Background: an optimization exercise with open tools, aiming at small area. Do not read the settings as production practice.
At most, simulation tests tie the RTL to the original design; equivalence was not proved.
For runs 1 to 4, only the layout was checked, not whether the RTL still works.
No activity file was given, so power comes from the tool's default toggle rates.

==> flow/design.v <==
module gshare
	#(  parameter GH_WIDTH = 8,
		parameter PC_WIDTH = 32,
		parameter INDEX_W  = 8
	)
	(
	input clk,ares,sync_reset,
	input [PC_WIDTH-1:0] instr_data,
	input instr_valid,
	input [INDEX_W-1:0] pred_result_idx,
	input pred_result_data,
	input pred_result_valid,
	output [INDEX_W+1-1:0] pred_data,
	output pred_valid
);
	localparam N = 256;
	reg [N-1:0] dir_n;
	reg [N-1:0] str;
	reg [7:0] ghist;
	wire [7:0] idx = instr_data[7:0] ^ ghist;
	wire [7:0] lo_sel = 8'd1 << idx[2:0];
	wire [31:0] grp;
	genvar g, k;
	generate for (g = 0; g < 32; g = g + 1) begin : prd
		assign grp[g] = |(lo_sel & dir_n[g*8 +: 8]);
	end endgenerate
	assign pred_data = {idx, ~grp[idx[7:3]]};
	assign pred_valid = instr_valid;
	wire [15:0] row = {15'd0, pred_result_valid} << pred_result_idx[7:4];
	wire [15:0] col = 16'd1 << pred_result_idx[3:0];
	wire [15:0] row_s = row | {16{sync_reset}};
	wire [15:0] col_s = col | {16{sync_reset}};
	wire [N-1:0] we;
	generate for (g = 0; g < 16; g = g + 1) begin : r
		for (k = 0; k < 16; k = k + 1) begin : c
			assign we[g*16+k] = row_s[g] & col_s[k];
		end
	end endgenerate
	wire cur_dir = |(we & ~dir_n);
	wire new_str = ~sync_reset & (cur_dir ~^ pred_result_data);
	wire new_dir_n = ~sync_reset & ~pred_result_data;
	integer i;
	always @(posedge clk or posedge ares) begin
		if (ares) begin
			dir_n <= {N{1'b0}};
			str <= {N{1'b0}};
		end else begin
			for (i = 0; i < N; i = i + 1) begin
				if (we[i]) str[i] <= new_str;
				if (we[i] & ~(str[i] & ~sync_reset)) dir_n[i] <= new_dir_n;
			end
		end
	end
	always @(posedge clk or posedge ares) begin
		if (ares) ghist <= 8'd0;
		else if (sync_reset) ghist <= 8'd0;
		else if (pred_result_valid) ghist <= {ghist[6:0], pred_result_data};
	end
endmodule
==> flow/flow/run.sh <==
#!/bin/bash
set -euo pipefail
W=$(pwd)
# synthesis script: synth_recipe.tcl, sourcing a copy of ORFS synth.tcl whose
# abc call uses our script
sed "s#log_cmd abc {\*}\$abc_args#log_cmd abc -script $W/flow/abc.script {*}[lrange \$abc_args 2 end]#" \
  "$FLOW_HOME/scripts/synth.tcl" > "$W/area_synth_main.tcl"
grep -q "flow/abc.script" "$W/area_synth_main.tcl"
sed "s#\$::env(SCRIPTS_DIR)/synth.tcl#$W/area_synth_main.tcl#" "$W/synth_recipe.tcl" > "$W/area_synth.tcl"
grep -q "area_synth_main.tcl" "$W/area_synth.tcl"
sed "s#SYNTH_SCRIPT=[^ ]*#SYNTH_SCRIPT=$W/area_synth.tcl#" "$W/standard.sh" > "$W/area_standard.sh"
grep -q "area_synth.tcl" "$W/area_standard.sh"
bash "$W/area_standard.sh" finish > "$W/flow_make.log" 2>&1
==> flow/flow/abc.script <==
strash
&get -n
&st
&synch2
&nf -a -R 1000
&st
&synch2
&nf -a -R 1000
&put
==> flow/standard.sh <==
#!/bin/bash
# synth_recipe.tcl (not shown) runs the flow's synth.tcl, then flattens the netlist and writes it again
# the make line also repeats each setting of config.mk as NAME=value (left out here)
make -C /OpenROAD-flow-scripts/flow DESIGN_CONFIG=/design/flow/config.mk WORK_HOME=/design/flow/orfs CLKGATE_MAP_FILE= SYNTH_SCRIPT=/design/flow/synth_recipe.tcl "${@:-finish}"
==> flow/config.mk <==
export PLATFORM = sky130hd
export DESIGN_NAME = gshare
export DESIGN_NICKNAME = gshare
export VERILOG_FILES = /design/flow/design.v
export SDC_FILE = /design/flow/constraint.sdc
export NUM_CORES = 4
export LEC_CHECK = 0
export CAP_MARGIN = 20
export CORE_MARGIN = 2
export CORE_UTILIZATION = 50
export CTS_BUF_LIST = sky130_fd_sc_hd__clkbuf_8
export CTS_CLUSTER_DIAMETER = 60
export CTS_CLUSTER_SIZE = 14
export PLACE_DENSITY = 0.6
export SLEW_MARGIN = 20
==> flow/constraint.sdc <==
create_clock -name core_clock -period 9.0 [get_ports {clk}]
set_input_delay 1.8000 -clock core_clock [delete_from_list [all_inputs] [get_ports {clk}]]
set_output_delay 1.8000 -clock core_clock [all_outputs]
set_load 0.01 [all_outputs]
==> summary.md, run 1 <==
| Metric | Value |
|---|---|
| Filler Cells Inserted | `4400` |
| Classification of the worst-slack hold path | `reg -> reg` |
| Deepest level of the CTS H-tree | `2` |
| Number of buffers between clock root and the deepest sink | `3` |
| Pwr Total | `5.34 mW` |
| Maximum ir drop on the vdd rail | `0.134 mV` |
| Drt via density | `6.56` |
| Clock network latency to the later pin of the worst-skew pair | `roughly 0.68 ns` |
| CP delay by family, top | `buffers and inverters` |
| Critical Path Source Type | `input port` |
| Fraction of synthesized cell area taken by the top area cell type | `a little over half` |
| TritonRoute pass-1 iters | `8` |
| Ranking of synthesized cells by area | `dfrtp_1 53%, o21ai_0 11%, nand2_1 8.6%` |
| Number of hold-slack violations in the final timing report | `0` |
| TritonCTS clock tree | `yes` |
| Area taken by multi-input logic gates | `about 0.012 mm2` |
| DRT antenna net count | `0` |
| Most used flip-flop cell after synthesis | `dfrtp_1` |
| Floorplan Core Area | `just under 0.05 mm2` |
| Share of the clock period used by the worst path | `around 93%` |
| Cell leakage power | `11.4 nW` |
| Fmax | `0.120 GHz` |
| CP cell instances | `clkdlybuf4s50_1 -> xnor2_1 -> clkinv_1 -> nor2_4 -> buf_12 -> a221oi_1 -> a31oi_1 -> a21oi_1 -> mux4_2 -> mux4_2 -> clkdlybuf4s50_1` |
| Number of antenna violations at the first check in global routing | `0` |
| Wire length of the first global-routing pass | `130000 um` |
| Setup TNS after final layout | `0 ns` |
| Arrival time reported for the critical path endpoint | `6.55 ns` |
| Net count reported at finish | `2798` |
| Number of buffers inserted for hold repair after clock tree synthesis | `0` |
| Count of buffers added by post-CTS timing repair for setup | `0` |
| Count of cells resized by post-cts repair | `0` |
| Global route total overflow | `0` |
| Initial standard-cell utilization of the core | `50.3%` |
| Slew at the pin closest to its max-slew limit | `1.20 ns` |
| Slew Limit Headroom | `20.0%` |
| Violation count after the first detailed-routing iteration | `just under 3000` |
| Maximum fanout count along the critical path | `17` |
| Layout-stage area growth over the synthesis result | `11.4%` |
| Slowest stage cell, crit path | `xnor2_1` |
| Area used by sequential logic in the layout | `0.0130 mm2` |
| Number of buffers created by CTS | `between 40 and 50` |
| Peak per-stage delay on the critical path | `0.84 ns` |
| Number of max-cap violations | `0` |
| Fraction of layout cells with a size suffix above 1 | `5.77%` |
| Synthesized cell area | `0.0244 mm2` |
| Run status | `complete, no violations` |
| # DRC | `0` |
| Total of buffers placed on input and output ports | `29` |
| Horiz. Die Dim | `225 um` |
| Pwr/cell area | `196 mW/mm2` |
| Cell at the root of the clock tree | `clkbuf_8` |
| Avg Synthesized Cell Area | `9.38 um2` |
| Count of state elements after synthesis | `between 500 and 600` |
| Worst Clk Skew | `0.0322 ns` |
| Antenna Diode Count | `0` |
| Average wire per standard cell | `25.3 um` |
| Final wirelength | `85700 um` |
| Yosys warns | `1` |
| Netlist cell types | `37` |
| Number of buffers and inverters on the critical path | `4` |
| Cell type contributing the most total cell area after synthesis | `dfrtp_1` |
| Clock sink count | `between 500 and 600` |
| Critical Path RT | `7.20 ns` |
| Number of top-level pins | `56` |
| Number of global-route vias before repair | `about 21000` |
| Setup-failing EPs final | `0` |
| Gate Count Post-Synth | `2604` |
| Full die area | `just over 0.05 mm2` |
| Total vias in the final route | `22300` |
| Final worst path period need | `8.35 ns` |
| Register area share after synthesis | `a little over half` |
| Tot GR Track Use | `34.1%` |
| Clock slew seen by the registers of the worst setup and hold paths | `0.10 ns` |
| Critical path start-end classification | `in -> out` |
| RSZ-0062 raised after global routing | `no` |
| Post-synth EDFFs | `0` |
| Total nets after synthesis | `2650` |
| Most frequent standard cell in the layout excluding fill and tap cells | `nand2_1` |
| Fraction of registers with async set/reset | `100%` |
| Global placement routability congestion | `0.925` |
| Final HPWL from detailed placement | `53600 um` |
| Commonest non-fill, non-tap cells in the layout | `559 x nand2_1, 555 x o21ai_0, 520 x dfrtp_1` |
| Number of rows in the core area | `between 80 and 90` |
| Pin count of the biggest net entering global routing | `between 150 and 200` |
| Endpoint class of the critical path | `primary output` |
| Pins over their slew limit | `0` |
| Vertical die dimension | `225 um` |
## flip-flops by register name, summed over array words and instances (netlist names)
| signal | cells |
|---|---|
| ghist | 8 |
| dir_n | 256 |
| str | 256 |
## synthesized netlist by cell type, drive strengths merged (10+ instances only)
cell type	number
nand2	559
o21ai	555
dfrtp	520
o31ai	224
nor2b	222
o22ai	113
a22oi	70
a21oi	55
nor3	44
nor2	37
a221oi	34
a22o	33
nand4	23
a21o	21
nand3	19
a31oi	11
a31o	10
## area by class of cell
cell class / instances / share of cell area [%]
well taps: 622 / 2.86
clock buffers: 55 / 2.78
flip-flops and latches: 520 / 47.8
multi-input cells: 2077 / 42.4
inverters: 6 / 0.143
clock inverters: 13 / 0.529
repair buffers: 101 / 3.51
## metrics by stage
stage               std cells  worst slack [ns]  hold WS, ns  cell area [um2]  utilization [%]
floorplan                2604             0.506        0.445            24400                -
global placement         3326             0.839        0.450            26300             54.2
detailed placement       3326             0.789        0.457            26300             54.2
CTS                      3394             0.754        0.453            27200             56.1
global route             3394             0.582        0.470            27200             56.1
finish                   3394             0.646        0.458            27200             56.1
## metal layers
| metal | track usage, % | wire length (um) | vias up |
|---|---|---|---|
| li1 | - | - | 10100 |
| met1 | 50.8 | 37800 | 10900 |
| met2 | 49.2 | 36500 | 1080 |
| met3 | 7.05 | 8350 | 189 |
| met4 | 12.3 | 3070 | 0 |
| met5 | 0 | 0 | - |
## logic make-up (layout without fill, tap and decap cells)
family	after synthesis	after routing	share of synthesized area (%)
flops	520	520	53.3
xor+xnor	9	9	0.323
mux	11	11	0.604
simple gates	914	914	17.0
buf+inv	7	175	0.123
compound gates	1143	1143	28.7
## report_power, final
part / switching (mW) / total, mW / internal (mW)
clock network: 0.841 / 1.48 / 0.638
logic: 0.617 / 0.946 / 0.329
registers: 0.286 / 2.91 / 2.63
## path summary, 6_finish.rpt
path | start | endpoint | slack [ns] | cells after the start
hold / removal | str[242] | dir_n[242] | 0.46 | 1
setup reg to reg | dir_n[87] | str[27] | 4.88 | 10
min in group asynchronous | ares | str[130] | 1.74 | 2
setup / recovery | instr_data[1] | pred_data[0] | 0.65 | 11
hold reg to reg | str[242] | dir_n[242] | 0.46 | 1
max in group asynchronous | ares | str[248] | 5.76 | 3
==> run 2, diff against run 1 <==
--- a/flow/config.mk
+++ b/flow/config.mk
@@ -8,8 +8,8 @@
 export CAP_MARGIN = 20
 export CORE_MARGIN = 2
 export CORE_UTILIZATION = 50
-export CTS_BUF_LIST = sky130_fd_sc_hd__clkbuf_8
-export CTS_CLUSTER_DIAMETER = 60
-export CTS_CLUSTER_SIZE = 14
+export CTS_BUF_LIST = sky130_fd_sc_hd__clkbuf_16
+export CTS_CLUSTER_DIAMETER = 80
+export CTS_CLUSTER_SIZE = 28
 export PLACE_DENSITY = 0.6
 export SLEW_MARGIN = 20
==> run 2 against run 1 <==
Net effect: largest power group unchanged; wire length decreased by 0.89%; die area unchanged; still clean; non-clock buffer count unchanged; first-iteration DRC count decreased by 7.8%; synthesized cell count unchanged.
==> summary.md, run 2 <==
| Metric | Value |
|---|---|
| Fraction of power spent switching nets | `33.3% (+0.64 points)` |
| Drt via density | `6.60 (+0.69%)` |
| Total vias in the final route | `22300 (+0.28%)` |
| Commonest cells in the netlist | `559 x nand2_1, 555 x o21ai_0, 520 x dfrtp_1` |
| Pwr Total | `5.55 mW (+4.0%)` |
| Global placement routability congestion | `0.925 (unchanged)` |
| Number of hold-slack violations in the final timing report | `0 (unchanged)` |
| Sequential share of power | `52.5% (-2.1 points)` |
| Most used flip-flop cell after synthesis | `dfrtp_1` |
| Count of state elements after synthesis | `520 (unchanged)` |
| Avg Synthesized Cell Area | `9.38 um2 (unchanged)` |
| Critical Path Source Type | `input port` |
| Pwr/cell area | `202 mW/mm2 (+3.2%)` |
| Length in cells of the worst reg-to-reg path | `10 (unchanged)` |
| Classification of the worst-slack hold path | `reg -> reg` |
| Global route total overflow | `0 (unchanged)` |
| Pins over their slew limit | `0 (unchanged)` |
| Hold depth | `1 (unchanged)` |
| Critical path start-end classification | `in -> out` |
| Pin count of the biggest net entering global routing | `164 (unchanged)` |
| Terminus of the critical flop-to-flop path | `str[182]` |
| Switching power | `1.85 mW (+6.0%)` |
| Largest registers ranked by flip-flop count | `dir_n (256), str (256), ghist (8)` |
| Maximum ir drop on the vdd rail | `0.141 mV (+5.0%)` |
| Area used by sequential logic in the layout | `0.0130 mm2 (unchanged)` |
| Total of buffers placed on input and output ports | `29 (unchanged)` |
| Slowest stage cell, crit path | `xnor2_1` |
| Fraction of layout cells with a size suffix above 1 | `5.44% (-0.33 points)` |
| Register area share after synthesis | `53.3% (unchanged)` |
| Clock slew seen by the registers of the worst setup and hold paths | `0.10 ns (about the same)` |
| RSZ-0062 raised after global routing | `no` |
| Cell at the root of the clock tree | `clkbuf_16` |
| Arrival time reported for the critical path endpoint | `6.55 ns (about the same)` |
| TritonCTS clock tree | `yes` |
| Number of top-level pins | `56 (unchanged)` |
| CP cell instances | `clkdlybuf4s50_1 -> xnor2_1 -> clkinv_1 -> nor2_4 -> buf_12 -> a22o_1 -> a221oi_1 -> nand3_1 -> a21oi_1 -> mux4_2 -> mux4_2 -> clkdlybuf4s50_1` |
| Layout-stage area growth over the synthesis result | `12.2%` |
| Area taken by multi-input logic gates | `0.0115 mm2 (unchanged)` |
| Count of buffers added by post-CTS timing repair for setup | `0 (unchanged)` |
| Number of buffers between clock root and the deepest sink | `3 (unchanged)` |
| Clock network latency to the later pin of the worst-skew pair | `0.64 ns (-0.04 ns)` |
| Number of max-cap violations | `0 (unchanged)` |
| Netlist cell types | `37 (unchanged)` |
| Violation count after the first detailed-routing iteration | `2659 (-7.8%)` |
| # DRC | `0 (unchanged)` |
| Synthesized cell area | `0.0244 mm2 (unchanged)` |
| Maximum fanout count along the critical path | `19 (+2)` |
| Total nets after synthesis | `2650 (unchanged)` |
| Horiz. Die Dim | `225 um (unchanged)` |
| Ranking of synthesized cells by area | `dfrtp_1 53%, o21ai_0 11%, nand2_1 8.6%` |
| Internal reg-to-reg setup slack | `4.86 ns (-0.02 ns)` |
| Crit Reg-Reg Startpoint | `dir_n[87]` |
| Filler Cells Inserted | `4371 (-0.66%)` |
| Setup-failing EPs final | `0 (unchanged)` |
| Fraction of synthesized cell area taken by the top area cell type | `53.3% (unchanged)` |
| Deepest level of the CTS H-tree | `1 (-1)` |
| Total internal power | `3.70 mW (+3.0%)` |
| Cell leakage power | `11.5 nW (+0.56%)` |
| Run status | `complete, no violations` |
| Critical Path RT | `7.20 ns (about the same)` |
| Share of the clock period used by the worst path | `92.8% (about the same)` |
| Gate Count Post-Synth | `2604 (unchanged)` |
| Floorplan Core Area | `0.0485 mm2 (unchanged)` |
| Commonest non-fill, non-tap cells in the layout | `559 x nand2_1, 555 x o21ai_0, 520 x dfrtp_1` |
| Number of buffers inserted for hold repair after clock tree synthesis | `0 (unchanged)` |
| Slew Limit Headroom | `19.8% (-0.23 points)` |
| Yosys warns | `1 (unchanged)` |
| Tot GR Track Use | `33.7% (-0.46 points)` |
| Slew at the pin closest to its max-slew limit | `1.20 ns (+0.00340 ns)` |
| Worst Clk Skew | `0.0352 ns (+0.00291 ns)` |
| Worst hold start | `str[242]` |
| Number of buffers created by CTS | `30 (-35%)` |
| Setup TNS after final layout | `0 ns (unchanged)` |
| Number of rows in the core area | `81 (unchanged)` |
| Number of global-route vias before repair | `20900 (-0.62%)` |
| Proportion of power drawn by the clock network | `30.5% (+2.8 points)` |
| Clock sink count | `520 (unchanged)` |
| Number of antenna violations at the first check in global routing | `1 (+1)` |
| Initial standard-cell utilization of the core | `50.3% (unchanged)` |
| Fraction of registers with async set/reset | `100% (unchanged)` |
| Final wirelength | `85000 um (-0.89%)` |
| Final worst path period need | `8.35 ns (-0.000479 ns)` |
| Count of cells resized by post-cts repair | `0 (unchanged)` |
| Sink of the worst hold path | `dir_n[242]` |
| Cell type contributing the most total cell area after synthesis | `dfrtp_1` |
| Most frequent standard cell in the layout excluding fill and tap cells | `nand2_1` |
| Most numerous cell in the Yosys netlist | `nand2_1` |
| Antenna Diode Count | `0 (unchanged)` |
| Final HPWL from detailed placement | `53600 um (unchanged)` |
| TritonRoute pass-1 iters | `6 (-2)` |
| Net count reported at finish | `2782 (-0.57%)` |
| Wire length of the first global-routing pass | `130000 um (-0.43%)` |
| Post-synth EDFFs | `0 (unchanged)` |
| Endpoint class of the critical path | `primary output` |
| Vertical die dimension | `225 um (unchanged)` |
| Full die area | `0.0507 mm2 (unchanged)` |
| Fmax | `0.120 GHz (about the same)` |
| Part of the total power dissipated in combinational logic | `17.0% (-0.7 points)` |
| Peak per-stage delay on the critical path | `0.84 ns (about the same)` |
| DRT antenna net count | `0 (unchanged)` |
| Average wire per standard cell | `25.1 um (-0.48%)` |
## run 2: cells by family after synthesis
logic type | Yosys count | synth area share (%)
simple gates | 914 | 17.0
compound gates | 1143 | 28.7
xor+xnor | 9 | 0.323
mux | 11 | 0.604
flops | 520 | 53.3
buf+inv | 7 | 0.123
## run 2: layout make-up
| class | count | area share (%) |
|---|---|---|
| Tap cell | 622 | 2.84 |
| Timing Repair Buffer | 101 | 3.49 |
| Clock buffer | 31 | 2.83 |
| Inverter | 6 | 0.141 |
| Clock inverter | 23 | 1.24 |
| Sequential cell | 520 | 47.4 |
| Multi-Input combinational cell | 2077 | 42.0 |
## run 2: how the worst max path moves through the flow
stage                     slack, ns        startpoint            to
after floorplan                0.51  pred_result_data    dir_n[101]
after global placement         0.84     instr_data[1]  pred_data[0]
after detailed placement       0.79     instr_data[1]  pred_data[0]
after CTS                      0.75     instr_data[1]  pred_data[0]
after global routing           0.61     instr_data[1]  pred_data[0]
final                          0.65     instr_data[1]  pred_data[0]
## run 2: through the flow
stage	instances	cell area, um2	hold WS, ns	util [%]	worst slack, ns
floorplan	2604	24400	0.445	-	0.506
global placement	3326	26300	0.450	54.2	0.839
detailed placement	3326	26300	0.457	54.2	0.789
CTS	3380	27400	0.472	56.5	0.754
global route	3380	27400	0.486	56.5	0.610
finish	3380	27400	0.470	56.5	0.647
## run 2: power by group through the flow
| stage | sequential, mW | combinational (mW) | clock, mW |
|---|---|---|---|
| after floorplan | 2.84 | 0.587 | 0 |
| after global placement | 2.93 | 0.892 | 0 |
| after detailed placement | 2.95 | 0.927 | 0 |
| after CTS | 2.90 | 0.928 | 1.71 |
| after global routing | 2.95 | 1.05 | 1.79 |
| final | 2.91 | 0.945 | 1.69 |
## run 2: critical path, delay by kind of cell
kind	cells	cell delay (ns)
simple gates	2	0.70
buf+inv	4	1.80
xor+xnor	1	0.84
compound gates	3	0.35
mux	2	1.03
## run 2: metal layers
metal	up-vias	track usage (%)	wire (um)
li1	10100	-	-
met1	11000	51.6	38400
met2	1011	48.9	36300
met3	189	5.07	7470
met4	2	11.2	2820
met5	-	0	17
==> run 3, diff against run 2 <==
--- a/flow/design.v
+++ b/flow/design.v
@@ -37,8 +37,9 @@
 		end
 	end endgenerate
 	wire cur_dir = |(we & ~dir_n);
+	wire cur_str = |(we & str);
 	wire new_str = ~sync_reset & (cur_dir ~^ pred_result_data);
-	wire new_dir_n = ~sync_reset & ~pred_result_data;
+	wire new_dir_n = ~sync_reset & ~(cur_str ? cur_dir : pred_result_data);
 	integer i;
 	always @(posedge clk or posedge ares) begin
 		if (ares) begin
@@ -46,8 +47,10 @@
 			str <= {N{1'b0}};
 		end else begin
 			for (i = 0; i < N; i = i + 1) begin
-				if (we[i]) str[i] <= new_str;
-				if (we[i] & ~(str[i] & ~sync_reset)) dir_n[i] <= new_dir_n;
+				if (we[i]) begin
+					str[i] <= new_str;
+					dir_n[i] <= new_dir_n;
+				end
 			end
 		end
 	end
--- a/flow/config.mk
+++ b/flow/config.mk
@@ -8,8 +8,8 @@
 export CAP_MARGIN = 20
 export CORE_MARGIN = 2
 export CORE_UTILIZATION = 50
-export CTS_BUF_LIST = sky130_fd_sc_hd__clkbuf_16
-export CTS_CLUSTER_DIAMETER = 80
-export CTS_CLUSTER_SIZE = 28
+export CTS_BUF_LIST = sky130_fd_sc_hd__clkbuf_8
+export CTS_CLUSTER_DIAMETER = 60
+export CTS_CLUSTER_SIZE = 16
 export PLACE_DENSITY = 0.6
 export SLEW_MARGIN = 20
==> run 3 against run 2 <==
Net effect: largest cell class unchanged; wire length up 14%; via count increased by 3.0%; non-clock buffer count rose by 17; setup slack gained 0.50 ns; critical path depth unchanged; synthesized area is 1.7% lower; clock power fell by 9%; fmax increased by 6.4%; still clean; die area shrank 1.7%; critical endpoint unchanged.
==> summary.md, run 3 <==
| Metric | Value |
|---|---|
| Synthesized cell area | `0.0240 mm2 (-1.7%)` |
| Deepest level of the CTS H-tree | `2 (+1)` |
| TritonRoute pass-1 iters | `6 (unchanged)` |
| Clock network latency to the later pin of the worst-skew pair | `0.70 ns (+0.06 ns)` |
| Pwr Total | `4.89 mW (-12%)` |
| Netlist cell types | `38 (+2.7%)` |
| Number of max-cap violations | `0 (unchanged)` |
| CP cell instances | `clkdlybuf4s50_1 -> xor2_1 -> nand2_1 -> nor2_4 -> buf_4 -> a22oi_1 -> nand4_1 -> o21ai_0 -> mux4_2 -> o211ai_1 -> o21ai_0 -> clkdlybuf4s50_1` |
| Total vias in the final route | `23000 (+3.0%)` |
| Yosys warns | `1 (unchanged)` |
| Vertical die dimension | `223 um (-0.83%)` |
| Cell leakage power | `11.4 nW (-0.81%)` |
| Most frequent standard cell in the layout excluding fill and tap cells | `nand2_1` |
| Register area share after synthesis | `54.2% (+0.91 points)` |
| Clock slew seen by the registers of the worst setup and hold paths | `0.09 ns (about the same)` |
| Number of global-route vias before repair | `21800 (+4.3%)` |
| Terminus of the critical flop-to-flop path | `dir_n[182]` |
| Clock sink count | `520 (unchanged)` |
| Pwr/cell area | `181 mW/mm2 (-11%)` |
| Tot GR Track Use | `39.2% (+5.5 points)` |
| Final wirelength | `97000 um (+14%)` |
| # DRC | `0 (unchanged)` |
| Count of cells resized by post-cts repair | `0 (unchanged)` |
| RSZ-0062 raised after global routing | `no` |
| Fmax | `0.127 GHz (+6.4%)` |
| Number of hold-slack violations in the final timing report | `0 (unchanged)` |
| Worst Clk Skew | `0.0336 ns (-0.00159 ns)` |
| Number of buffers and inverters on the critical path | `3 (-1)` |
| Number of rows in the core area | `80 (-1.2%)` |
| Gate Count Post-Synth | `2521 (-3.2%)` |
| Setup-failing EPs final | `0 (unchanged)` |
| Critical path start-end classification | `in -> out` |
| Post-synth EDFFs | `0 (unchanged)` |
| Global placement routability congestion | `1.01 (+9.1%)` |
| Violation count after the first detailed-routing iteration | `3099 (+17%)` |
| Pins over their slew limit | `0 (unchanged)` |
| Final HPWL from detailed placement | `62100 um (+16%)` |
| CP delay by family, top | `buffers and inverters` |
| Fraction of registers with async set/reset | `100% (unchanged)` |
| Number of buffers inserted for hold repair after clock tree synthesis | `0 (unchanged)` |
| DRT antenna net count | `0 (unchanged)` |
| Initial standard-cell utilization of the core | `50.5% (+0.19 points)` |
| Number of stages on the worst setup path | `12 (unchanged)` |
| Critical Path Sink | `pred_data[0]` |
| Fraction of synthesized cell area taken by the top area cell type | `54.2% (+0.91 points)` |
| Commonest non-fill, non-tap cells in the layout | `777 x nand2_1, 520 x dfrtp_1, 298 x o21ai_0` |
| Antenna Diode Count | `0 (unchanged)` |
| Number of buffers between clock root and the deepest sink | `3 (unchanged)` |
| Arrival time reported for the critical path endpoint | `6.05 ns (-0.50 ns)` |
| Final worst path period need | `7.85 ns (-0.499 ns)` |
| Most numerous cell in the Yosys netlist | `nand2_1` |
| Avg Synthesized Cell Area | `9.53 um2 (+1.6%)` |
| Pin count of the biggest net entering global routing | `173 (+5.5%)` |
| Maximum fanout count along the critical path | `24 (+5)` |
| Cell type contributing the most total cell area after synthesis | `dfrtp_1` |
| Net count reported at finish | `2731 (-1.8%)` |
| Total of buffers placed on input and output ports | `29 (unchanged)` |
| Number of antenna violations at the first check in global routing | `1 (unchanged)` |
| Ranking of synthesized cells by area | `dfrtp_1 54%, nand2_1 12%, o31ai_1 8.2%` |
| Endpoint class of the critical path | `primary output` |
| Peak per-stage delay on the critical path | `0.84 ns (about the same)` |
| Number of top-level pins | `56 (unchanged)` |
| Layout-stage area growth over the synthesis result | `12.5%` |
| Internal reg-to-reg setup slack | `3.91 ns (-0.95 ns)` |
| Slew Limit Headroom | `19.8% (about the same)` |
| Fraction of layout cells with a size suffix above 1 | `7.08% (+1.6 points)` |
| Length in cells of the worst reg-to-reg path | `12 (+2)` |
| Largest registers ranked by flip-flop count | `dir_n (256), str (256), ghist (8)` |
| Most used flip-flop cell after synthesis | `dfrtp_1` |
| Critical Path Source Type | `input port` |
| Drt via density | `6.91 (+4.6%)` |
| TritonCTS clock tree | `yes` |
| Critical Path RT | `7.20 ns (about the same)` |
| Count of state elements after synthesis | `520 (unchanged)` |
| Total nets after synthesis | `2567 (-3.1%)` |
| Maximum ir drop on the vdd rail | `0.122 mV (-14%)` |
| Wire length of the first global-routing pass | `145000 um (+11%)` |
| Global route total overflow | `0 (unchanged)` |
| Full die area | `0.0498 mm2 (-1.7%)` |
| Slowest stage cell, crit path | `nor2_4` |
| Crit Reg-Reg Startpoint | `dir_n[91]` |
| Cell at the root of the clock tree | `clkbuf_8` |
| Commonest cells in the netlist | `777 x nand2_1, 520 x dfrtp_1, 298 x o21ai_0` |
| Horiz. Die Dim | `223 um (-0.83%)` |
| Run status | `complete, no violations` |
| Share of the clock period used by the worst path | `87.3% (-5.5 points)` |
| Critical path origin | `instr_data[2]` |
| Setup TNS after final layout | `0 ns (unchanged)` |
| Classification of the worst-slack hold path | `reg -> reg` |
| Slew at the pin closest to its max-slew limit | `1.20 ns (+0.0000941 ns)` |
| Number of buffers created by CTS | `45 (+50%)` |
| Floorplan Core Area | `0.0475 mm2 (-2.1%)` |
| Average wire per standard cell | `29.2 um (+16%)` |
| Worst hold start | `str[123]` |
| Count of buffers added by post-CTS timing repair for setup | `0 (unchanged)` |
run 3: worst min-delay path by stage:
| stage | to | slack (ns) | cells past startpoint |
|---|---|---|---|
| 6_report | str[123] | 0.48 | 2 |
| 3_3_place_gp | str[111] | 0.45 | 2 |
| 3_5_place_dp | str[39] | 0.47 | 2 |
| 4_1_cts | str[118] | 0.49 | 2 |
| 2_1_floorplan | str[111] | 0.44 | 2 |
| 5_1_grt | str[37] | 0.50 | 2 |
run 3: power breakdown:
part	total (mW)	switching (mW)	internal [mW]	leakage (nW)
Sequential	2.54	0.0748	2.46	7.04
Clock	1.54	0.893	0.651	0.501
Combinational	0.808	0.585	0.224	3.87
run 3: cells by family after synthesis:
family | after synthesis | share of synthesized area [%]
multiplexers | 13 | 0.698
AO/OA/AOI/OAI | 1057 | 29.5
buffers and inverters | 5 | 0.0937
XOR/XNOR | 9 | 0.328
AND/OR/NAND/NOR | 917 | 15.2
flip-flops | 520 | 54.2
run 3: cell type report:
class,count,area [um2]
Clock buffer,51,702
Clock inverter,23,251
Fill cell,4291,20500
Inverter,4,31.3
Multi-Input combinational cell,1996,11200
Sequential cell,520,13000
Tap cell,615,769
Timing Repair Buffer,118,1080
run 3: worst register-to-register path, cell delays in order, from the launching register on:
cell and delay [ns]:
dfrtp_1 0.42, o22ai_1 0.11, o41ai_1 0.86, o221ai_1 0.33, nor4_1 0.24, buf_4 0.18, o2111ai_1 0.20, nor3_1 0.58
nand4_1 0.50, mux2i_1 0.44, nand2b_4 0.39, buf_12 0.38, o21ai_0 0.37
run 3: through the flow:
stage               std cells  hold WS, ns  util [%]  cell area [um2]  worst slack, ns
detailed placement       3253        0.466      54.8            26100             1.27
finish                   3327        0.484      56.9            27000             1.15
floorplan                2521        0.440         -            24000             1.09
global placement         3253        0.454      54.8            26100             1.36
CTS                      3327        0.487      56.8            27000             1.36
global route             3327        0.504      56.9            27000             1.12
run 3: per-layer routing:
layer,GRT usage [%],share of wire [%],vias up
li1,-,-,10100
met1,52.8,40,11300
met2,59.1,44,1320
met3,7.01,9.0,329
met4,24.6,7.2,2
met5,0,0.013,-
==> run 4, diff against run 3 <==
--- a/flow/flow/run.sh
+++ b/flow/flow/run.sh
@@ -10,4 +10,5 @@
 grep -q "area_synth_main.tcl" "$W/area_synth.tcl"
 sed "s#SYNTH_SCRIPT=[^ ]*#SYNTH_SCRIPT=$W/area_synth.tcl#" "$W/standard.sh" > "$W/area_standard.sh"
 grep -q "area_synth.tcl" "$W/area_standard.sh"
+export BUFFER_PORTS_ARGS="-buffer_cell sky130_fd_sc_hd__buf_1"
 bash "$W/area_standard.sh" finish > "$W/flow_make.log" 2>&1
--- a/flow/config.mk
+++ b/flow/config.mk
@@ -5,11 +5,11 @@
 export SDC_FILE = /design/flow/constraint.sdc
 export NUM_CORES = 4
 export LEC_CHECK = 0
-export CAP_MARGIN = 20
+export CAP_MARGIN = 10
 export CORE_MARGIN = 2
 export CORE_UTILIZATION = 50
 export CTS_BUF_LIST = sky130_fd_sc_hd__clkbuf_8
 export CTS_CLUSTER_DIAMETER = 60
 export CTS_CLUSTER_SIZE = 16
 export PLACE_DENSITY = 0.6
-export SLEW_MARGIN = 20
+export SLEW_MARGIN = 10
==> run 4 against run 3 <==
Net effect: still clean; wire length fell by 0.61%; fmax rose by 2.3%; clock skew decreased by 0.011 ns; critical endpoint unchanged; largest cell class unchanged.
==> summary.md, run 4 <==
| Metric | Value |
|---|---|
| Run status | `complete, no violations` |
| Net count reported at finish | `2725 (-0.22%)` |
| Main combinational cell family by area after synthesis | `compound AO/OA/AOI/OAI gates` |
| Number of buffers inserted for hold repair after clock tree synthesis | `0 (unchanged)` |
| Fraction of registers with async set/reset | `100% (unchanged)` |
| RSZ-0062 raised after global routing | `no` |
| Simple logic cell fraction of the synthesized area | `15.2% (unchanged)` |
| Number of max-cap violations | `0 (unchanged)` |
| Number of global-route vias before repair | `21900 (+0.46%)` |
| Maximum fanout count along the critical path | `21 (-13%)` |
| Classification of the worst-slack hold path | `reg -> reg` |
| Setup-failing EPs final | `0 (unchanged)` |
| Number of buffers created by CTS | `47 (+4.4%)` |
| Cell leakage power | `11.3 nW (-1.1%)` |
| Critical path start-end classification | `in -> out` |
| Tot GR Track Use | `38.7% (-0.50 points)` |
| Total nets after synthesis | `2567 (unchanged)` |
| Largest registers ranked by flip-flop count | `dir_n (256), str (256), ghist (8)` |
| Count of cells resized by post-cts repair | `0 (unchanged)` |
| Endpoint class of the critical path | `primary output` |
| Drt via density | `6.87 (-0.53%)` |
| Total of buffers placed on input and output ports | `29 (unchanged)` |
| Floorplan Core Area | `0.0475 mm2 (unchanged)` |
| Clock slew seen by the registers of the worst setup and hold paths | `0.08 ns (about the same)` |
| TritonRoute pass-1 iters | `6 (unchanged)` |
| Fraction of layout cells with a size suffix above 1 | `6.90% (-0.18 points)` |
| Compound-Gate Fraction of Synth Area | `29.5% (unchanged)` |
| Count of buffers added by post-CTS timing repair for setup | `0 (unchanged)` |
| Xor/xnor share of the synthesized area | `0.328% (unchanged)` |
| Layout-stage area growth over the synthesis result | `11.7%` |
| Maximum ir drop on the vdd rail | `0.132 mV (+8.0%)` |
| Global route total overflow | `0 (unchanged)` |
| Fmax | `0.130 GHz (+2.3%)` |
| Pins over their slew limit | `0 (unchanged)` |
| Count of state elements after synthesis | `520 (unchanged)` |
| Adder-cell share of the synthesized area | `0% (unchanged)` |
| Worst Clk Skew | `0.0228 ns (-0.0107 ns)` |
| Most numerous cell in the Yosys netlist | `nand2_1` |
| Gate Count Post-Synth | `2521 (unchanged)` |
| Final worst path period need | `7.68 ns (-0.176 ns)` |
| Clock network latency to the later pin of the worst-skew pair | `0.69 ns (about the same)` |
| Number of rows in the core area | `80 (unchanged)` |
| Pwr/cell area | `185 mW/mm2 (+2.0%)` |
| Hold Slack | `0.482 ns (-0.00275 ns)` |
| Yosys warns | `1 (unchanged)` |
| Netlist cell types | `38 (unchanged)` |
| Setup TNS after final layout | `0 ns (unchanged)` |
| Commonest non-fill, non-tap cells in the layout | `777 x nand2_1, 520 x dfrtp_1, 298 x o21ai_0` |
| DRT antenna net count | `0 (unchanged)` |
| Count of placed standard cells including taps | `3245 (-0.25%)` |
| Final wirelength | `96400 um (-0.61%)` |
| Full die area | `0.0498 mm2 (unchanged)` |
| Number of antenna violations at the first check in global routing | `2 (+1)` |
| Arrival time reported for the critical path endpoint | `5.88 ns (-0.17 ns)` |
| Vertical die dimension | `223 um (unchanged)` |
| Most frequent standard cell in the layout excluding fill and tap cells | `nand2_1` |
| # DRC | `0 (unchanged)` |
| Commonest cells in the netlist | `777 x nand2_1, 520 x dfrtp_1, 298 x o21ai_0` |
| Total vias in the final route | `22900 (-0.56%)` |
| Pin count of the biggest net entering global routing | `173 (unchanged)` |
| Horiz. Die Dim | `223 um (unchanged)` |
| Most used flip-flop cell after synthesis | `dfrtp_1` |
| Number of buffers between clock root and the deepest sink | `3 (unchanged)` |
| Global placement routability congestion | `1.02 (+0.53%)` |
| Number of top-level pins | `56 (unchanged)` |
| Post-synth EDFFs | `0 (unchanged)` |
| Final HPWL from detailed placement | `61400 um (-1.0%)` |
| Slew Limit Headroom | `14.0% (-5.8 points)` |
| Pwr Total | `4.95 mW (+1.3%)` |
| Clock sink count | `520 (unchanged)` |
| Synthesized cell area | `0.0240 mm2 (unchanged)` |
| Register area share after synthesis | `54.2% (unchanged)` |
| Share of the clock period used by the worst path | `85.3% (-2.0 points)` |
| Number of hold-slack violations in the final timing report | `0 (unchanged)` |
| Average wire per standard cell | `29.0 um (-0.58%)` |
| Fraction of synthesized cell area taken by the top area cell type | `54.2% (unchanged)` |
| Initial standard-cell utilization of the core | `50.5% (unchanged)` |
| Cell at the root of the clock tree | `clkbuf_8` |
| Multiplexer fraction of the synthesized cell area | `0.698% (unchanged)` |
| TritonCTS clock tree | `yes` |
| Avg Synthesized Cell Area | `9.53 um2 (unchanged)` |
| Slew at the pin closest to its max-slew limit | `1.27 ns (+0.0706 ns)` |
| Wire length of the first global-routing pass | `143000 um (-1.4%)` |
| Cell type contributing the most total cell area after synthesis | `dfrtp_1` |
| Deepest level of the CTS H-tree | `2 (unchanged)` |
| Critical Path RT | `7.20 ns (about the same)` |
| Violation count after the first detailed-routing iteration | `2967 (-4.3%)` |
| Ranking of synthesized cells by area | `dfrtp_1 54%, nand2_1 12%, o31ai_1 8.2%` |
| Count of placed standard cells in the final layout, fillers left out | `3326 (-0.030%)` |
| Critical Path Source Type | `input port` |
==> run 4: cell counts after synthesis <==
No cell type changed its count.
==> run 4: kinds of logic (layout without fill, tap and decap cells) <==
| kind of cell | Yosys count | count (layout) |
|---|---|---|
| simple gates | 917 | 917 |
| other cells | 0 | 1 |
| flops | 520 | 520 |
| compound gates | 1057 | 1057 |
| buf+inv | 5 | 194 |
| mux | 13 | 13 |
| xor+xnor | 9 | 9 |
==> run 4: final timing paths <==
path | from | to | slack [ns] | cells after the start
worst max-delay path | instr_data[0] | pred_data[0] | 1.32 | 13
worst max register to register | dir_n[89] | dir_n[217] | 4.02 | 11
max in group asynchronous | ares | dir_n[152] | 6.31 | 3
worst min register to register | str[57] | str[57] | 0.48 | 2
worst min-delay path | str[57] | str[57] | 0.48 | 2
min in group asynchronous | ares | str[254] | 1.23 | 2
==> run 4: cell type report <==
class                           count  area [um2]
Antenna cell                        1        2.50
Tap cell                          615         769
Fill cell                        4292       20700
Multi-Input combinational cell   1996       11200
Clock buffer                       49         674
Clock inverter                     31         365
Inverter                            4        31.3
Timing Repair Buffer              110         821
Sequential cell                   520       13000
==> run 4: per-stage QoR <==
stage	setup WS, ns	util (%)	cell area, um2
after floorplan	1.09	-	24000
after global placement	1.44	54.2	25800
after detailed placement	1.39	54.2	25800
after CTS	1.35	56.4	26800
after global routing	1.15	56.4	26800
final	1.32	56.4	26800
==> run 4: worst max-delay path, stage by stage <==
cell and delay [ns]:
buf_1 0.09, xnor2_1 0.74, clkinv_1 0.58, nor2_4 0.55, buf_4 0.47, a22o_1 0.21, a221oi_1 0.07, nand4_1 0.13
o21ai_0 0.13, mux4_2 0.54, o211ai_1 0.16, o21ai_0 0.20, buf_1 0.18
==> run 4: power by group <==
group	total (mW)	switching, mW	internal (mW)
Combinational	0.799	0.587	0.212
Sequential	2.54	0.0750	2.46
Clock	1.61	0.912	0.703
Total	4.95	1.57	3.38
==> run 4: per-layer routing <==
| layer | routed length, um | GRT usage, % | vias up |
|---|---|---|---|
| met2 | 42800 | 58.9 | 1310 |
| met1 | 37100 | 50.5 | 11100 |
| li1 | - | - | 10100 |
| met4 | 7450 | 25.6 | 2 |
| met3 | 9070 | 7.92 | 361 |
| met5 | 18 | 0 | - |
==> run 5, diff against run 4 <==
==> flow/design.v (replaced) <==
module gshare
	#(  parameter GH_WIDTH = 8,
		parameter PC_WIDTH = 32,
		parameter INDEX_W  = 8
	)
	(
	input clk,ares,sync_reset,
	input [PC_WIDTH-1:0] instr_data,
	input instr_valid,
	input [INDEX_W-1:0] pred_result_idx,
	input pred_result_data,
	input pred_result_valid,
	output [INDEX_W+1-1:0] pred_data,
	output pred_valid
);
	localparam N = 256;
	reg [N-1:0] dir_n;      
	reg [N-1:0] str;        
	reg [7:0] ghist;
	reg clr_pend;           
	reg wb_valid;           
	reg [7:0] wb_idx;
	reg wb_taken;
	genvar g, k;
	wire clear = clr_pend | sync_reset;
	wire [15:0] b_row = 16'd1 << wb_idx[7:4];
	wire [15:0] b_col = 16'd1 << wb_idx[3:0];
	wire [15:0] row_dir, row_str;
	generate for (g = 0; g < 16; g = g + 1) begin : rd
		assign row_dir[g] = |(b_col & ~dir_n[g*16 +: 16]);
		assign row_str[g] = |(b_col & str[g*16 +: 16]);
	end endgenerate
	wire cur_dir = |(b_row & row_dir);
	wire cur_str = |(b_row & row_str);
	wire new_dir = cur_str ? cur_dir : wb_taken;
	wire new_str = cur_dir ~^ wb_taken;
	wire [7:0] idx = instr_data[7:0] ^ ghist;
	wire [7:0] lo_sel = 8'd1 << idx[2:0];
	wire [31:0] grp;
	generate for (g = 0; g < 32; g = g + 1) begin : prd
		assign grp[g] = |(lo_sel & dir_n[g*8 +: 8]);
	end endgenerate
	wire tbl_dir_n = grp[idx[7:3]];
	wire p_hit = wb_valid & (wb_idx == idx);
	assign pred_data = {idx, p_hit ? new_dir : (clr_pend | ~tbl_dir_n)};
	assign pred_valid = instr_valid;
	wire [15:0] w_row = (b_row & {16{wb_valid}}) | {16{clear}};
	wire [15:0] w_col = b_col | {16{clear}};
	wire w_dir_n = ~clear & ~new_dir;
	wire w_str = ~clear & new_str;
	integer i;
	always @(posedge clk) begin
		for (i = 0; i < N; i = i + 1)
			if (w_row[i/16] & w_col[i%16]) begin
				dir_n[i] <= w_dir_n;
				str[i] <= w_str;
			end
	end
	always @(posedge clk or posedge ares) begin
		if (ares) begin
			clr_pend <= 1'b1;
			wb_valid <= 1'b0;
		end else begin
			clr_pend <= 1'b0;
			wb_valid <= pred_result_valid & ~sync_reset;
		end
	end
	always @(posedge clk) begin
		wb_idx <= pred_result_idx;
		wb_taken <= pred_result_data;
	end
	always @(posedge clk or posedge ares) begin
		if (ares) ghist <= 8'd0;
		else if (sync_reset) ghist <= 8'd0;
		else if (pred_result_valid) ghist <= {ghist[6:0], pred_result_data};
	end
endmodule
--- a/flow/config.mk
+++ b/flow/config.mk
@@ -5,11 +5,11 @@
 export SDC_FILE = /design/flow/constraint.sdc
 export NUM_CORES = 4
 export LEC_CHECK = 0
-export CAP_MARGIN = 10
+export CAP_MARGIN = 20
 export CORE_MARGIN = 2
 export CORE_UTILIZATION = 50
 export CTS_BUF_LIST = sky130_fd_sc_hd__clkbuf_8
 export CTS_CLUSTER_DIAMETER = 60
 export CTS_CLUSTER_SIZE = 16
 export PLACE_DENSITY = 0.6
-export SLEW_MARGIN = 10
+export SLEW_MARGIN = 20
==> run 5 against run 4 <==
Net effect: still clean; synthesized cell count decreased by 34%; clock skew grew 0.020 ns; worst hold slack improved by 0.11 ns; non-clock buffer count decreased by 19; synthesized area is 6.7% lower; sequential power grew 26%.
==> summary.md, run 5 <==
| Metric | Value |
|---|---|
| Number of buffers created by CTS | `45 (-4.3%)` |
| Horiz. Die Dim | `216 um (-3.3%)` |
| Net count reported at finish | `1843 (-32%)` |
| Final worst path period need | `7.54 ns (-0.139 ns)` |
| Arrival time reported for the critical path endpoint | `5.74 ns (-0.14 ns)` |
| Number of global-route vias before repair | `16000 (-27%)` |
| Slowest stage cell, crit path | `nand2b_1` |
| Number of antenna violations at the first check in global routing | `0 (-2)` |
| Violation count after the first detailed-routing iteration | `2821 (-4.9%)` |
| Fraction of power spent switching nets | `27.8% (-4.0 points)` |
| Clock slew seen by the registers of the worst setup and hold paths | `0.09 ns (about the same)` |
| Total internal power | `3.83 mW (+13%)` |
| Run status | `complete, no violations` |
| Sequential share of power | `60.2% (+8.9 points)` |
| Proportion of power drawn by the clock network | `27.3% (-5.3 points)` |
| Clock sink count | `531 (+2.1%)` |
| Wire length of the first global-routing pass | `114000 um (-20%)` |
| Number of buffers between clock root and the deepest sink | `3 (unchanged)` |
| Classification of the worst-slack hold path | `reg -> reg` |
| Commonest non-fill, non-tap cells in the layout | `512 x edfxtp_1, 297 x nor2_1, 156 x nand2_1` |
| Count of state elements after synthesis | `531 (+2.1%)` |
| Layout-stage area growth over the synthesis result | `11.0%` |
| Setup-failing EPs final | `0 (unchanged)` |
| Slew at the pin closest to its max-slew limit | `1.23 ns (-0.0470 ns)` |
| Antenna Diode Count | `0 (-1)` |
| Critical path origin | `instr_data[2]` |
| Main combinational cell family by area after synthesis | `compound AO/OA/AOI/OAI gates` |
| Multiplexer fraction of the synthesized cell area | `5.22% (+4.5 points)` |
| Number of rows in the core area | `77 (-3.8%)` |
| Tot GR Track Use | `34.6% (-4.1 points)` |
| Critical Path Source Type | `input port` |
| Number of buffers inserted for hold repair after clock tree synthesis | `0 (unchanged)` |
| Global route total overflow | `0 (unchanged)` |
| Full die area | `0.0466 mm2 (-6.6%)` |
| Register area share after synthesis | `70.5% (+16 points)` |
| Simple logic cell fraction of the synthesized area | `11.5% (-3.7 points)` |
| Critical Path Sink | `pred_data[0]` |
| Endpoint class of the critical path | `primary output` |
| Met3 capacity usage during global routing | `8.27% (+0.36 points)` |
| Final HPWL from detailed placement | `48500 um (-21%)` |
| Number of buffers and inverters on the critical path | `3 (-1)` |
| Share of the clock period used by the worst path | `83.8% (-1.5 points)` |
| Worst Clk Skew | `0.0429 ns (+0.0200 ns)` |
| Total vias in the final route | `16800 (-27%)` |
| Length in cells of the worst reg-to-reg path | `12 (+1)` |
| Vertical die dimension | `216 um (-3.3%)` |
| Library cell appearing most often on the critical path | `a21oi_1` |
| Count of cells resized by post-cts repair | `0 (unchanged)` |
| Drt via density | `6.93 (+0.82%)` |
| Clock network latency to the later pin of the worst-skew pair | `0.69 ns (about the same)` |
| Netlist cell types | `38 (unchanged)` |
| TritonCTS clock tree | `yes` |
| Fraction of synthesized cell area taken by the top area cell type | `68.6% (+14 points)` |
| Pin count of the biggest net entering global routing | `257 (+49%)` |
| Initial standard-cell utilization of the core | `50.7% (+0.17 points)` |
| CP cell instances | `buf_1 -> xor2_1 -> nand2b_1 -> buf_4 -> a21oi_1 -> nor4_1 -> nor4_1 -> o21ai_0 -> mux2i_1 -> a21oi_1 -> nor2_1 -> a21oi_1 -> buf_1` |
| Post-synth EDFFs | `512 (+512)` |
| Commonest cells in the netlist | `512 x edfxtp_1, 324 x nor2_1, 158 x nand2_1` |
| Setup TNS after final layout | `0 ns (unchanged)` |
| Yosys warns | `1 (unchanged)` |
| Avg Synthesized Cell Area | `13.5 um2 (+42%)` |
| Crit Reg-Reg Startpoint | `wb_idx[1]` |
| Critical path start-end classification | `in -> out` |
| Post-route core utilization | `56.3% (-0.14 points)` |
| Floorplan Core Area | `0.0442 mm2 (-7.0%)` |
| Number of stages on the worst setup path | `13 (unchanged)` |
| Most numerous cell in the Yosys netlist | `edfxtp_1` |
| Terminus of the critical flop-to-flop path | `str[40]` |
| Count of placed standard cells including taps | `2342 (-28%)` |
| Critical Path RT | `7.20 ns (about the same)` |
| TritonRoute pass-1 iters | `6 (unchanged)` |
| Met2 Track Usage GR | `51.5% (-7.3 points)` |
| GR Util met1 | `48.5% (-2.0 points)` |
| Compound-Gate Fraction of Synth Area | `12.0% (-18 points)` |
| Largest registers ranked by flip-flop count | `dir_n (256), str (256)` |
| Total of buffers placed on input and output ports | `29 (unchanged)` |
| # DRC | `0 (unchanged)` |
| Number of top-level pins | `56 (unchanged)` |
| Ranking of synthesized cells by area | `edfxtp_1 69%, nor2_1 5.4%, mux2i_1 4.4%` |
| Part of the total power dissipated in combinational logic | `12.6% (-3.5 points)` |
| RSZ-0062 raised after global routing | `no` |
| Deepest level of the CTS H-tree | `2 (unchanged)` |
| Count of buffers added by post-CTS timing repair for setup | `0 (unchanged)` |
| Peak per-stage delay on the critical path | `0.87 ns (+0.13 ns)` |
| Maximum ir drop on the vdd rail | `0.136 mV (+3.2%)` |
| Switching power | `1.48 mW (-6.1%)` |
| Global placement routability congestion | `0.920 (-9.4%)` |
| Synthesized cell area | `0.0224 mm2 (-6.7%)` |
| Cell leakage power | `8.81 nW (-22%)` |
| Pins over their slew limit | `0 (unchanged)` |
| Fraction of layout cells with a size suffix above 1 | `9.40% (+2.5 points)` |
| Internal reg-to-reg setup slack | `4.12 ns (+0.10 ns)` |
| Pwr/cell area | `213 mW/mm2 (+16%)` |
| CP delay by family, top | `simple AND/OR/NAND/NOR gates` |
| Xor/xnor share of the synthesized area | `0.664% (+0.34 points)` |
| Fraction of registers with async set/reset | `1.88% (-98 points)` |
| Number of hold-slack violations in the final timing report | `0 (unchanged)` |
| Total nets after synthesis | `1706 (-34%)` |
| Pre-CTS setup slack | `1.71 ns (+0.321 ns)` |
| Slew Limit Headroom | `18.0% (+4.0 points)` |
| Hold Slack | `0.596 ns (+0.114 ns)` |
| DRT antenna net count | `0 (unchanged)` |
| GR peak layer | `met2` |
| Cell at the root of the clock tree | `clkbuf_8` |
| Gate Count Post-Synth | `1660 (-34%)` |
| Maximum fanout count along the critical path | `14 (-33%)` |
| Setup slack of the critical path after layout | `1.46 ns (+0.139 ns)` |
| Final wirelength | `80900 um (-16%)` |
| Number of max-cap violations | `0 (unchanged)` |
| Most used flip-flop cell after synthesis | `edfxtp_1` |
| Average wire per standard cell | `33.4 um (+15%)` |
| Cell type contributing the most total cell area after synthesis | `edfxtp_1` |
| Fmax | `0.133 GHz (+1.8%)` |
| Adder-cell share of the synthesized area | `0% (unchanged)` |
| Count of placed standard cells in the final layout, fillers left out | `2422 (-27%)` |
| Most frequent standard cell in the layout excluding fill and tap cells | `edfxtp_1` |
run 5: changes by cell type after synthesis, moves of 28 or more:
cell      delta
a21oi_1     +47
a22oi_1    -122
dfrtp_1    -511
edfxtp_1   +512
mux2i_1     +89
nand2_1    -619
nand3_1     -32
nor2_1     +294
o21ai_0    -293
o22ai_1     -28
o31ai_1    -260
run 5: power by group through the flow:
stage | Combinational [mW] | Sequential, mW | Clock, mW
after global routing | 0.701 | 3.22 | 1.54
after CTS | 0.647 | 3.19 | 1.46
after global placement | 0.636 | 3.24 | 0
final | 0.667 | 3.19 | 1.45
after floorplan | 0.389 | 3.20 | 0
after detailed placement | 0.646 | 3.24 | 0
run 5: how the worst min path moves through the flow:
stage | slack (ns) | depth (start not counted) | startpoint | endpoint
2_1_floorplan | 0.51 | 2 | ghist[7] | ghist[7]
3_3_place_gp | 0.55 | 2 | ghist[6] | ghist[6]
3_5_place_dp | 0.56 | 2 | ghist[7] | ghist[7]
4_1_cts | 0.59 | 2 | ghist[6] | ghist[6]
5_1_grt | 0.65 | 2 | ghist[7] | ghist[7]
6_report | 0.60 | 2 | ghist[6] | ghist[6]
run 5: cell families (layout without fill, tap and decap cells):
| group | after synthesis | count (layout) |
|---|---|---|
| other cells | 1 | 1 |
| mux | 115 | 115 |
| simple gates | 610 | 610 |
| compound gates | 380 | 380 |
| flops | 531 | 531 |
| buf+inv | 6 | 176 |
| xor+xnor | 17 | 17 |
run 5: final cells by class:
type	instances	area (um2)
fillers	3733	19300
flip-flops and latches	531	15800
multi-input cells	1123	6790
well taps	592	741
clock buffers	50	688
repair buffers	91	603
clock inverters	30	234
inverters	5	23.8
run 5: through the flow:
stage / power, mW / area (um2)
3_3_place_gp: 3.87 / 24000
4_1_cts: 5.29 / 24900
5_1_grt: 5.46 / 24900
6_report: 5.31 / 24900
3_5_place_dp: 3.89 / 24000
2_1_floorplan: 3.59 / 22400
run 5: worst min-delay path: stages, from the launching register on:
cell     delay (ns)
dfrtp_1        0.39
mux2i_1        0.09
nor2_1         0.08
run 5: per-layer routing:
layer / up-vias / share of wire, % / routed length (um)
met5: - / 0 / 0
met4: 0 / 5.3 / 4260
met3: 247 / 13 / 10200
met2: 1263 / 44 / 35600
met1: 8360 / 38 / 30800
li1: 6906 / - / -
==> run 6, diff against run 5 <==
==> flow/config.mk (replaced) <==
export PLATFORM = sky130hd
export DESIGN_NAME = gshare
export DESIGN_NICKNAME = gshare
export VERILOG_FILES = /design/flow/design.v
export SDC_FILE = /design/flow/constraint.sdc
export NUM_CORES = 4
export LEC_CHECK = 0
export CAP_MARGIN = 10
export CORE_MARGIN = 2
export CORE_UTILIZATION = 65
export CTS_BUF_LIST = sky130_fd_sc_hd__clkbuf_8
export CTS_CLUSTER_DIAMETER = 60
export CTS_CLUSTER_SIZE = 16
export PLACE_DENSITY = 0.75
export SLEW_MARGIN = 10
==> run 6 against run 5 <==
Net effect: largest power group unchanged; highest routed layer unchanged; still clean on timing, DRC and antenna; die area is 23% lower; critical endpoint unchanged; largest cell class unchanged; count of clock-buffer cells in the layout is 9 lower; final cell count is 5.9% lower; critical path depth stayed put; sequential cell count stayed put; synthesized cell count stayed put.
==> summary.md, run 6 <==
| Metric | Value |
|---|---|
| Initial standard-cell utilization of the core | `65.4% (+15 points)` |
| TritonCTS clock tree | `yes` |
| Global route total overflow | `0 (unchanged)` |
| Crit Reg-Reg Startpoint | `wb_idx[0]` |
| Worst Clk Skew | `0.0406 ns (-0.00223 ns)` |
| Total of buffers placed on input and output ports | `29 (unchanged)` |
| Global placement routability congestion | `0.981 (+6.6%)` |
| Count of state elements after synthesis | `531 (unchanged)` |
| Clock network latency to the later pin of the worst-skew pair | `0.64 ns (-0.05 ns)` |
| Floorplan Core Area | `0.0343 mm2 (-22%)` |
| Number of hold-slack violations in the final timing report | `0 (unchanged)` |
| Count of placed standard cells including taps | `2206 (-5.8%)` |
| Synthesized cell area | `0.0224 mm2 (unchanged)` |
| Setup TNS after final layout | `0 ns (unchanged)` |
| TritonRoute pass-1 iters | `7 (+1)` |
| Final HPWL from detailed placement | `45000 um (-7.2%)` |
| Critical Path RT | `7.20 ns (about the same)` |
| Most used flip-flop cell after synthesis | `edfxtp_1` |
| Critical path start-end classification | `in -> out` |
| Fraction of synthesized cell area taken by the top area cell type | `68.6% (unchanged)` |
| Critical Path Source Type | `input port` |
| Setup-failing EPs final | `0 (unchanged)` |
| Slew at the pin closest to its max-slew limit | `1.42 ns (+0.189 ns)` |
| Count of buffers added by post-CTS timing repair for setup | `0 (unchanged)` |
| CP delay by family, top | `simple AND/OR/NAND/NOR gates` |
| Count of placed standard cells in the final layout, fillers left out | `2279 (-5.9%)` |
| Fmax | `0.134 GHz (+0.87%)` |
| Net count reported at finish | `1838 (-0.27%)` |
| Commonest non-fill, non-tap cells in the layout | `512 x edfxtp_1, 297 x nor2_1, 158 x nand2_1` |
| Wire length of the first global-routing pass | `106000 um (-6.4%)` |
| Number of top-level pins | `56 (unchanged)` |
| Vertical die dimension | `190 um (-12%)` |
| Number of buffers created by CTS | `39 (-13%)` |
| Horiz. Die Dim | `190 um (-12%)` |
| Slowest stage cell, crit path | `nor4_1` |
| Layout-stage area growth over the synthesis result | `9.21%` |
| Cell leakage power | `8.76 nW (-0.48%)` |
| Most frequent standard cell in the layout excluding fill and tap cells | `edfxtp_1` |
| Total vias in the final route | `17000 (+1.6%)` |
| Commonest cells in the netlist | `512 x edfxtp_1, 324 x nor2_1, 158 x nand2_1` |
| Drt via density | `7.48 (+8.0%)` |
| Pwr/cell area | `207 mW/mm2 (-2.9%)` |
| Clock slew seen by the registers of the worst setup and hold paths | `0.09 ns (about the same)` |
| Fraction of registers with async set/reset | `1.88% (unchanged)` |
| Full die area | `0.0360 mm2 (-23%)` |
| Endpoint class of the critical path | `primary output` |
| Classification of the worst-slack hold path | `reg -> reg` |
| Run status | `complete, no violations` |
| Cell type contributing the most total cell area after synthesis | `edfxtp_1` |
| Pre-CTS setup slack | `1.82 ns (+0.112 ns)` |
| Total nets after synthesis | `1706 (unchanged)` |
| Pin count of the biggest net entering global routing | `149 (-42%)` |
| Avg Synthesized Cell Area | `13.5 um2 (unchanged)` |
| Maximum ir drop on the vdd rail | `0.194 mV (+43%)` |
| Number of rows in the core area | `68 (-12%)` |
| Peak per-stage delay on the critical path | `0.68 ns (-0.19 ns)` |
| Final wirelength | `75200 um (-7.0%)` |
| Cell at the root of the clock tree | `clkbuf_8` |
| Setup slack of the critical path after layout | `1.53 ns (+0.0650 ns)` |
| RSZ-0062 raised after global routing | `no` |
| Number of antenna violations at the first check in global routing | `2 (+2)` |
| Netlist cell types | `38 (unchanged)` |
| Tot GR Track Use | `42.0% (+7.4 points)` |
| Register area share after synthesis | `70.5% (unchanged)` |
| Fraction of layout cells with a size suffix above 1 | `8.12% (-1.3 points)` |
| Number of buffers between clock root and the deepest sink | `3 (unchanged)` |
| Critical path origin | `instr_data[1]` |
| Arrival time reported for the critical path endpoint | `5.67 ns (-0.07 ns)` |
| Share of the clock period used by the worst path | `83.1% (-0.72 points)` |
| Slew Limit Headroom | `5.35% (-13 points)` |
| Count of cells resized by post-cts repair | `0 (unchanged)` |
| Number of buffers inserted for hold repair after clock tree synthesis | `0 (unchanged)` |
| CP cell instances | `buf_1 -> xor2_1 -> nand2b_1 -> buf_4 -> o22ai_1 -> nor4_1 -> o41ai_1 -> o21ai_0 -> mux2i_1 -> a21oi_1 -> nor2_1 -> a21oi_1 -> buf_1` |
| Number of global-route vias before repair | `16400 (+2.2%)` |
| Post-synth EDFFs | `512 (unchanged)` |
| Worst hold start | `ghist[7]` |
| Number of max-cap violations | `0 (unchanged)` |
| Largest registers ranked by flip-flop count | `dir_n (256), str (256)` |
| Maximum fanout count along the critical path | `13 (-1)` |
| Average wire per standard cell | `33.0 um (-1.2%)` |
| Hold Slack | `0.585 ns (-0.0108 ns)` |
| # DRC | `0 (unchanged)` |
| Final worst path period need | `7.47 ns (-0.0650 ns)` |
| Deepest level of the CTS H-tree | `2 (unchanged)` |
| Most numerous cell in the Yosys netlist | `edfxtp_1` |
| Number of buffers and inverters on the critical path | `3 (unchanged)` |
| Ranking of synthesized cells by area | `edfxtp_1 69%, nor2_1 5.4%, mux2i_1 4.4%` |
| Violation count after the first detailed-routing iteration | `3181 (+13%)` |
| DRT antenna net count | `0 (unchanged)` |
| Gate Count Post-Synth | `1660 (unchanged)` |
| Clock sink count | `531 (unchanged)` |
| Yosys warns | `1 (unchanged)` |
| Pins over their slew limit | `0 (unchanged)` |
==> run 6: cell types whose count changed in the layout (fill, tap and decap cells not counted), moves of 4 or more <==
cell / change
nor2_2: +4
clkbuf_8: -9
nor2_4: -4
inv_1: +17
clkinvlp_4: -4
inv_6: -5
==> run 6: metrics by stage <==
step	area (um2)	util, %	power (mW)
6_report	24500	71.4	5.07
5_1_grt	24500	71.4	5.19
4_1_cts	24500	71.4	5.02
3_5_place_dp	23800	69.3	3.86
3_3_place_gp	23700	69.3	3.83
2_1_floorplan	22400	-	3.59
==> run 6: path summary, 6_finish.rpt <==
check	to	slack, ns	cells after the start
worst max-delay path	pred_data[0]	1.53	13
worst min-delay path	ghist[7]	0.59	2
worst max register to register	str[27]	2.76	13
worst min register to register	ghist[7]	0.59	2
max in group asynchronous	clr_pend	7.52	2
min in group asynchronous	ghist[4]	1.14	2
==> run 6: worst reg2reg max path: stages (launching register included) <==
cell	delay [ns]
dfxtp_2	0.93
buf_4	0.50
nor2b_1	0.19
nand2_1	1.06
o22ai_1	0.25
nor2_1	0.22
nand4_1	0.20
a22oi_1	0.33
nand4_1	0.25
nor2_1	0.26
xnor2_1	0.15
nor2_4	0.11
buf_4	0.66
buf_4	0.78
==> run 6: layout make-up <==
class                      instances  area, um2
fill                            2433       9800
clock inverter                    30        140
tap                              455        569
antenna                            2       5.00
sequential                       531      15800
timing repair buffer              92        598
inverter                           5       23.8
clock buffer                      41        564
multi-input combinational       1123       6780
==> run 6: metal layers <==
layer | part of all wire [%] | global-route usage [%] | up-vias
li1 | - | - | 6905
met1 | 33 | 56.8 | 8124
met2 | 43 | 61.7 | 1610
met3 | 16 | 12.0 | 403
met4 | 7.2 | 24.3 | 0
met5 | 0 | 0 | -
==> run 6: kinds of logic after synthesis <==
family          Yosys count  share of synthesized area, %
simple gates            610                          11.5
compound gates          380                          12.0
buf+inv                   6                         0.117
mux                     115                          5.22
other cells               1                        0.0167
flops                   531                          70.5
xor+xnor                 17                         0.664
==> run 6: where the power goes <==
group | total [mW] | internal [mW] | switching, mW
Clock | 1.23 | 0.455 | 0.773
Sequential | 3.18 | 3.06 | 0.129
Combinational | 0.659 | 0.183 | 0.477
Total | 5.07 | 3.69 | 1.38
==> run 7, diff against run 6 <==
==> flow/flow/abc.script (replaced) <==
strash
&get -n
&st
&dch -f
&nf -a -R 1000
&put
strash
&get -n
&st
&dch -f
&nf -a -R 1000
&put
strash
&get -n
&st
&dch -f
&nf -a -R 1000
&put
==> run 7 against run 6 <==
Net effect: still clean on timing, DRC and antenna; non-clock buffer count is 14 higher; first-iteration DRC count is 39% higher; clock power hardly changed; worst hold slack worse by 0.033 ns; register-to-register slack worse by 0.09 ns; final cell count is 10% lower; clock skew is 0.023 ns lower; wire length is 2.1% higher; total power is 1.6% lower; highest routed layer is now met5.
==> summary.md, run 7 <==
| Metric | Value |
|---|---|
| Run status | `complete, no violations` |
| Total nets after synthesis | `1485 (-13%)` |
| # DRC | `0 (unchanged)` |
| Area used by sequential logic in the layout | `0.0158 mm2 (about the same)` |
| Deepest level of the CTS H-tree | `2 (unchanged)` |
| Pin count of the biggest net entering global routing | `165 (+11%)` |
| Final HPWL from detailed placement | `45000 um (about the same)` |
| Slew at the pin closest to its max-slew limit | `1.32 ns (-0.0961 ns)` |
| Post-route core utilization | `72.3% (+0.87 points)` |
| Total of buffers placed on input and output ports | `29 (unchanged)` |
| Number of hold-slack violations in the final timing report | `0 (unchanged)` |
| Sink of the worst hold path | `ghist[7]` |
| RSZ-0062 raised after global routing | `no` |
| Layout-stage area growth over the synthesis result | `10.3%` |
| Global route total overflow | `0 (unchanged)` |
| Fmax | `0.128 GHz (-4.0%)` |
| Number of top-level pins | `56 (unchanged)` |
| Worst Clk Skew | `0.0180 ns (-0.0227 ns)` |
| Critical path start-end classification | `in -> out` |
| Endpoint class of the critical path | `primary output` |
| Largest registers ranked by flip-flop count | `dir_n (256), str (256)` |
| Setup-failing EPs final | `0 (unchanged)` |
| Count of placed standard cells including taps | `1986 (-10%)` |
| Filler Cells Inserted | `2145 (-12%)` |
| Length in cells of the worst reg-to-reg path | `15 (+2)` |
| TritonRoute pass-1 iters | `14 (+7)` |
| Global placement routability congestion | `1.01 (+2.8%)` |
| Area taken by multi-input logic gates | `0.00553 mm2 (-18%)` |
| Count of state elements after synthesis | `531 (unchanged)` |
| Most numerous cell in the Yosys netlist | `edfxtp_1` |
| Cell type contributing the most total cell area after synthesis | `edfxtp_1` |
| Post-synth EDFFs | `512 (unchanged)` |
| Number of max-cap violations | `0 (unchanged)` |
| Setup TNS after final layout | `0 ns (unchanged)` |
-- run 7: cell count changes after synthesis, sizes merged, moves of 13 or more --
cell / before / now
nor2: 324 / 311
a31oi: 0 / 16
nand3: 6 / 43
o21ai: 5 / 20
nor4: 38 / 23
a221oi: 58 / 40
nand4: 30 / 16
a222oi: 0 / 121
a22o: 58 / 14
nand2: 158 / 50
mux2: 16 / 1
a22oi: 43 / 21
a21oi: 81 / 27
mux2i: 99 / 0
-- run 7: worst max-delay path: stages --
cell	delay, ns
buf_1	0.08
xnor2_1	0.14
buf_4	0.21
clkinv_1	0.33
nor2_4	0.86
buf_4	0.39
a222oi_1	0.16
nand3_1	0.13
nand2_1	0.06
a31oi_1	0.63
a311oi_1	0.25
a311o_1	0.36
a311oi_1	0.25
o21ai_0	0.16
buf_1	0.16
-- run 7: logic make-up after synthesis --
group / count (synthesis) / synth area share [%]
AOI/OAI and AO/OA: 407 / 15.0
buffers and inverters: 8 / 0.160
other: 1 / 0.0177
DFF: 531 / 74.7
muxes: 1 / 0.0532
and+or+nand+nor: 478 / 9.51
xor gates and xnor gates: 13 / 0.538
-- run 7: routing by layer --
metal | GRT usage [%] | share of wire, % | wire length [um] | vias to the layer above
li1 | - | - | - | 6403
met1 | 57.9 | 31 | 23800 | 7932
met2 | 62.8 | 41 | 31200 | 1943
met3 | 22.7 | 20 | 15400 | 580
met4 | 27.6 | 8.4 | 6450 | 4
met5 | 1.04 | 0.029 | 22 | -
-- run 7: stage by stage --
stage          cell area [um2]  setup WS (ns)
2_1_floorplan            21200           1.53
3_3_place_gp             22600           1.94
3_5_place_dp             22600           1.87
4_1_cts                  23300           1.83
5_1_grt                  23300           1.28
6_report                 23300           1.21
-- run 7: layout make-up --
type,count,share of cell area (%)
multi-input combinational,900,23.7
clock inverter,19,0.590
sequential,531,67.7
timing repair buffer,106,3.05
antenna,5,0.0536
inverter,7,0.113
clock buffer,41,2.42
tap,442,2.37
-- run 7: how the worst max path moves through the flow --
stage | depth (start not counted) | endpoint | startpoint | slack (ns)
2_1_floorplan | 11 | dir_n[0] | wb_idx[0] | 1.53
5_1_grt | 14 | pred_data[0] | wb_idx[1] | 1.28
3_5_place_dp | 15 | pred_data[0] | instr_data[2] | 1.87
6_report | 15 | pred_data[0] | instr_data[2] | 1.21
4_1_cts | 15 | pred_data[0] | instr_data[2] | 1.83
3_3_place_gp | 15 | pred_data[0] | instr_data[2] | 1.94
-- run 7: power by group --
group          internal [mW]  switching, mW  leakage [nW]
registers               3.05          0.142          5.56
logic                  0.140          0.414          2.07
clock network          0.483          0.764         0.406
total                   3.67           1.32          8.04

Check on run 7: ideal ports give 1.213 ns setup slack; a clkbuf_16 on the clock port and buf_2 on the inputs give 1.190 ns; moving port delays by the midpoint clock arrival (0.639 ns) as well gives 1.190 ns.
